Background: an optimization exercise with open tools, aiming at small area and a short achievable clock period. Do not read the settings as production practice.
In this exercise RTL edits were held to simulation tests only and were not proved equivalent to the original.
Power is estimated from default activity; no workload was simulated.

==> module alu_shift, before the edit <==
module alu_shift (b, amt, left, arith, sel, shn);
  input  [31:0] b;
  input   [4:0] amt;
  input         left, arith, sel;
  output [31:0] shn;
  wire        fill = arith & b[31];
  wire [31:0] f  = {32{fill}};
  wire [31:0] fn = {32{!fill}};
  wire [31:0] one = 32'hffffffff;
  wire [31:0] r1, r2, r3, r4, r5;
  v_mux2i rm1(.d0(b),  .d1({f[0],     b[31:1]}),   .s(amt[0]), .y(r1));
  v_mux2i rm2(.d0(r1), .d1({fn[1:0],  r1[31:2]}),  .s(amt[1]), .y(r2));
  v_mux2i rm3(.d0(r2), .d1({f[3:0],   r2[31:4]}),  .s(amt[2]), .y(r3));
  v_mux2i rm4(.d0(r3), .d1({fn[7:0],  r3[31:8]}),  .s(amt[3]), .y(r4));
  v_mux2i rm5(.d0(r4), .d1({f[15:0],  r4[31:16]}), .s(amt[4]), .y(r5));
  wire [31:0] l1, l2, l3, l4, l5;
  v_mux2i lm1(.d0(b),  .d1({b[30:0],  1'b0}),       .s(amt[0]), .y(l1));
  v_mux2i lm2(.d0(l1), .d1({l1[29:0], one[1:0]}),   .s(amt[1]), .y(l2));
  v_mux2i lm3(.d0(l2), .d1({l2[27:0], 4'b0}),       .s(amt[2]), .y(l3));
  v_mux2i lm4(.d0(l3), .d1({l3[23:0], one[7:0]}),   .s(amt[3]), .y(l4));
  v_mux2i lm5(.d0(l4), .d1({l4[15:0], 16'b0}),      .s(amt[4]), .y(l5));
  v_o22a o(.a1({32{!(sel & left)}}), .a2(l5), .b1({32{!(sel & !left)}}), .b2(r5), .y(shn));
endmodule
==> module alu_rest, before the edit <==
module alu_rest (a, b, sel_and, sel_or, sel_xor, sel_nor,
                 lui_val, sel_lui, pc4, sel_link, rdata, sel_lw, rest_n);
  input  [31:0] a, b, lui_val, pc4, rdata;
  input         sel_and, sel_or, sel_xor, sel_nor, sel_lui, sel_link, sel_lw;
  output [31:0] rest_n;
  assign rest_n = ~(({32{sel_and}} & (a & b)) |
                    ({32{sel_or}}  & (a | b)) |
                    ({32{sel_xor}} & (a ^ b)) |
                    ({32{sel_nor}} & ~(a | b)) |
                    ({32{sel_lui}} & lui_val) |
                    ({32{sel_link}} & pc4) |
                    ({32{sel_lw}} & rdata));
endmodule
==> module alu, before the edit <==
module alu (a, a_add, rt, rt_add, imm_ext, use_imm, do_sub, sh_amt, sh_left, sh_arith,
            sel_sum, sel_sh, sel_and, sel_or, sel_xor, sel_nor, sel_slt, sel_sltu,
            lui_val, sel_lui, pc4, sel_link, rdata, sel_lw,
            y, y_int, sum);
  input  [31:0] a, rt, imm_ext;
  input  [31:0] a_add, rt_add;     
  input         use_imm, do_sub;
  input   [4:0] sh_amt;
  input         sh_left, sh_arith;
  input         sel_sum, sel_sh, sel_and, sel_or, sel_xor, sel_nor, sel_slt, sel_sltu;
  input  [31:0] lui_val, pc4, rdata;
  input         sel_lui, sel_link, sel_lw;
  output [31:0] y;                 
  output [31:0] y_int;             
  output [31:0] sum;
  wire [31:0] b = use_imm ? imm_ext : rt;
  wire [31:0] bx;
  alu_bsel bs(.rt(rt_add), .imm_x(imm_ext ^ {32{do_sub}}), .use_imm(use_imm),
              .do_sub(do_sub), .bx(bx));
  wire cout;
  adder32 add(.a(a_add), .b(bx), .cin(do_sub), .sum(sum), .cout(cout));
  wire [31:0] shn, rest_n, sum_n;
  alu_shift sh(.b(rt), .amt(sh_amt), .left(sh_left), .arith(sh_arith),
               .sel(sel_sh), .shn(shn));
  alu_rest rs(.a(a), .b(b), .sel_and(sel_and), .sel_or(sel_or), .sel_xor(sel_xor),
              .sel_nor(sel_nor), .lui_val(lui_val), .sel_lui(sel_lui),
              .pc4(pc4), .sel_link(sel_link), .rdata(rdata), .sel_lw(sel_lw),
              .rest_n(rest_n));
  wire slt0_n, slt1_n, slt_n;
  alu_slt_pre sl(.a31(a[31]), .b31(b[31]), .sel_slt(sel_slt), .sel_sltu(sel_sltu),
                 .slt0_n(slt0_n), .slt1_n(slt1_n));
  v_o21a #(1) slo(.a1(cout), .a2(slt0_n), .b1(slt1_n), .y(slt_n));
  v_nand2 #(32) gs(.a(sum), .b({32{sel_sum}}), .y(sum_n));
  v_nand3 #(31) yh(.a(sum_n[31:1]), .b(shn[31:1]), .c(rest_n[31:1]), .y(y[31:1]));
  v_nand4 #(1)  yl(.a(sum_n[0]), .b(shn[0]), .c(rest_n[0]), .d(slt_n), .y(y[0]));
  v_nand3 #(31) ih(.a(sum_n[31:1]), .b(shn[31:1]), .c(rest_n[31:1]), .y(y_int[31:1]));
  v_nand4 #(1)  il(.a(sum_n[0]), .b(shn[0]), .c(rest_n[0]), .d(slt_n), .y(y_int[0]));
endmodule
export LEC_CHECK = 0
export CAP_MARGIN = 25
export CORE_MARGIN = 2
export CORE_UTILIZATION = 30
export CTS_BUF_LIST = sky130_fd_sc_hd__clkbuf_16
export CTS_CLUSTER_DIAMETER = 85
export CTS_CLUSTER_SIZE = 22
export SETUP_SLACK_MARGIN = 5
export SLEW_MARGIN = 20
export SYNTH_HIERARCHICAL = 1
export TNS_END_PERCENT = 5
create_clock -name core_clock -period 15.0 [get_ports {clk}]
standard.sh (not shown) runs the stock make flow with config.mk's settings and CLKGATE_MAP_FILE= SYNTH_SCRIPT=/design/flow/synth_recipe.tcl, a recipe that flattens the netlist after the stock synthesis.
==> flow/flow/run.sh <==
#!/bin/bash
# The standard layout (standard.sh, with its unchanged synthesis), except
# that the port buffers are sky130_fd_sc_hd__buf_2 instead of the delay cell
# buffer_ports picks by default (timing repair still resizes them as needed).
# Each ORFS step keeps its own full log under orfs/logs/; make's output goes
# to make_finish.log in this folder.
set -euo pipefail
bash standard.sh "BUFFER_PORTS_ARGS=-buffer_cell sky130_fd_sc_hd__buf_2" finish > make_finish.log 2>&1
The starting point completed with no timing, DRC or antenna violations.
Change:
--- a/flow/design.v
+++ b/flow/design.v
@@ -46,27 +46,33 @@
   v_mux2i rm2(.d0(r1), .d1({fn[1:0],  r1[31:2]}),  .s(amt[1]), .y(r2));
   v_mux2i rm3(.d0(r2), .d1({f[3:0],   r2[31:4]}),  .s(amt[2]), .y(r3));
   v_mux2i rm4(.d0(r3), .d1({fn[7:0],  r3[31:8]}),  .s(amt[3]), .y(r4));
   v_mux2i rm5(.d0(r4), .d1({f[15:0],  r4[31:16]}), .s(amt[4]), .y(r5));
   wire [31:0] l1, l2, l3, l4, l5;
-  v_mux2i lm1(.d0(b),  .d1({b[30:0],  1'b0}),       .s(amt[0]), .y(l1));
-  v_mux2i lm2(.d0(l1), .d1({l1[29:0], one[1:0]}),   .s(amt[1]), .y(l2));
-  v_mux2i lm3(.d0(l2), .d1({l2[27:0], 4'b0}),       .s(amt[2]), .y(l3));
-  v_mux2i lm4(.d0(l3), .d1({l3[23:0], one[7:0]}),   .s(amt[3]), .y(l4));
-  v_mux2i lm5(.d0(l4), .d1({l4[15:0], 16'b0}),      .s(amt[4]), .y(l5));
+  v_mux2i #(31) lm1(.d0(b[31:1]),  .d1(b[30:0]),   .s(amt[0]), .y(l1[31:1]));
+  v_nand2 #(1)  lc1(.a(b[0]),      .b(!amt[0]),    .y(l1[0]));
+  v_mux2i #(30) lm2(.d0(l1[31:2]), .d1(l1[29:0]),  .s(amt[1]), .y(l2[31:2]));
+  v_nor2  #(2)  lc2(.a(l1[1:0]),   .b({2{amt[1]}}), .y(l2[1:0]));
+  v_mux2i #(28) lm3(.d0(l2[31:4]), .d1(l2[27:0]),  .s(amt[2]), .y(l3[31:4]));
+  v_nand2 #(4)  lc3(.a(l2[3:0]),   .b({4{!amt[2]}}), .y(l3[3:0]));
+  v_mux2i #(24) lm4(.d0(l3[31:8]), .d1(l3[23:0]),  .s(amt[3]), .y(l4[31:8]));
+  v_nor2  #(8)  lc4(.a(l3[7:0]),   .b({8{amt[3]}}), .y(l4[7:0]));
+  v_mux2i #(16) lm5(.d0(l4[31:16]), .d1(l4[15:0]), .s(amt[4]), .y(l5[31:16]));
+  v_nand2 #(16) lc5(.a(l4[15:0]),  .b({16{!amt[4]}}), .y(l5[15:0]));
   v_o22a o(.a1({32{!(sel & left)}}), .a2(l5), .b1({32{!(sel & !left)}}), .b2(r5), .y(shn));
 endmodule
 module alu_rest (a, b, sel_and, sel_or, sel_xor, sel_nor,
-                 lui_val, sel_lui, pc4, sel_link, rdata, sel_lw, rest_n);
-  input  [31:0] a, b, lui_val, pc4, rdata;
+                 imm, sel_lui, pc4, sel_link, rdata, sel_lw, rest_n);
+  input  [31:0] a, b, pc4, rdata;
+  input  [15:0] imm;                   
   input         sel_and, sel_or, sel_xor, sel_nor, sel_lui, sel_link, sel_lw;
   output [31:0] rest_n;
   assign rest_n = ~(({32{sel_and}} & (a & b)) |
                     ({32{sel_or}}  & (a | b)) |
                     ({32{sel_xor}} & (a ^ b)) |
                     ({32{sel_nor}} & ~(a | b)) |
-                    ({32{sel_lui}} & lui_val) |
+                    ({32{sel_lui}} & {imm, 16'h0000}) |
                     ({32{sel_link}} & pc4) |
                     ({32{sel_lw}} & rdata));
 endmodule
 module v_o21a #(parameter W = 32) (a1, a2, b1, y);
   input  [W-1:0] a1, a2, b1;
@@ -102,11 +108,11 @@
   adder32 add(.a(a_add), .b(bx), .cin(do_sub), .sum(sum), .cout(cout));
   wire [31:0] shn, rest_n, sum_n;
   alu_shift sh(.b(rt), .amt(sh_amt), .left(sh_left), .arith(sh_arith),
                .sel(sel_sh), .shn(shn));
   alu_rest rs(.a(a), .b(b), .sel_and(sel_and), .sel_or(sel_or), .sel_xor(sel_xor),
-              .sel_nor(sel_nor), .lui_val(lui_val), .sel_lui(sel_lui),
+              .sel_nor(sel_nor), .imm(lui_val[31:16]), .sel_lui(sel_lui),
               .pc4(pc4), .sel_link(sel_link), .rdata(rdata), .sel_lw(sel_lw),
               .rest_n(rest_n));
   wire slt0_n, slt1_n, slt_n;
   alu_slt_pre sl(.a31(a[31]), .b31(b[31]), .sel_slt(sel_slt), .sel_sltu(sel_sltu),
                  .slt0_n(slt0_n), .slt1_n(slt1_n));
=>
- fmax increases slightly
- sequential power is about the same
- count of clock-buffer cells in the layout stays the same
- total power decreases slightly
- clock power hardly moves
- design area decreases slightly
- area after synthesis decreases slightly
- critical path depth does not change
- routed wire length decreases slightly
- first-iteration DRC count decreases slightly
- hold slack is about the same

[separate check: timing with driven ports]
No port has a modelled driver above. Below, the same layouts with a new extraction and two added sets of constraints.
Step 1 (the two cells are an assumption about what drives the block):
set clk [get_ports {clk}]
set_driving_cell -lib_cell sky130_fd_sc_hd__clkbuf_16 $clk
set_driving_cell -lib_cell sky130_fd_sc_hd__buf_2 [delete_from_list [all_inputs] $clk]
Step 2 adds t to the input delays and takes it off the output delays; t is the mean of the earliest and latest rising clock arrival at the registers after step 1. Input paths then give back, and output paths get back, about the clock's delay inside the block.
Slacks: no drivers / after step 1 / after step 2; pairs: no drivers / after step 1.
run | t (ns) | setup slack, ns | worst hold slack (ns)
the first run | 0.798 | 4.774 / 4.729 / 4.729 | 0.495 / 0.495 / 0.495
the second run | 0.803 | 4.874 / 4.844 / 4.844 | 0.492 / 0.492 / 0.492
After both steps every run listed still meets setup and hold. The setup slack of the first run, which loses most, moves by -0.045 ns with the drivers and by -0.045 ns with both steps.
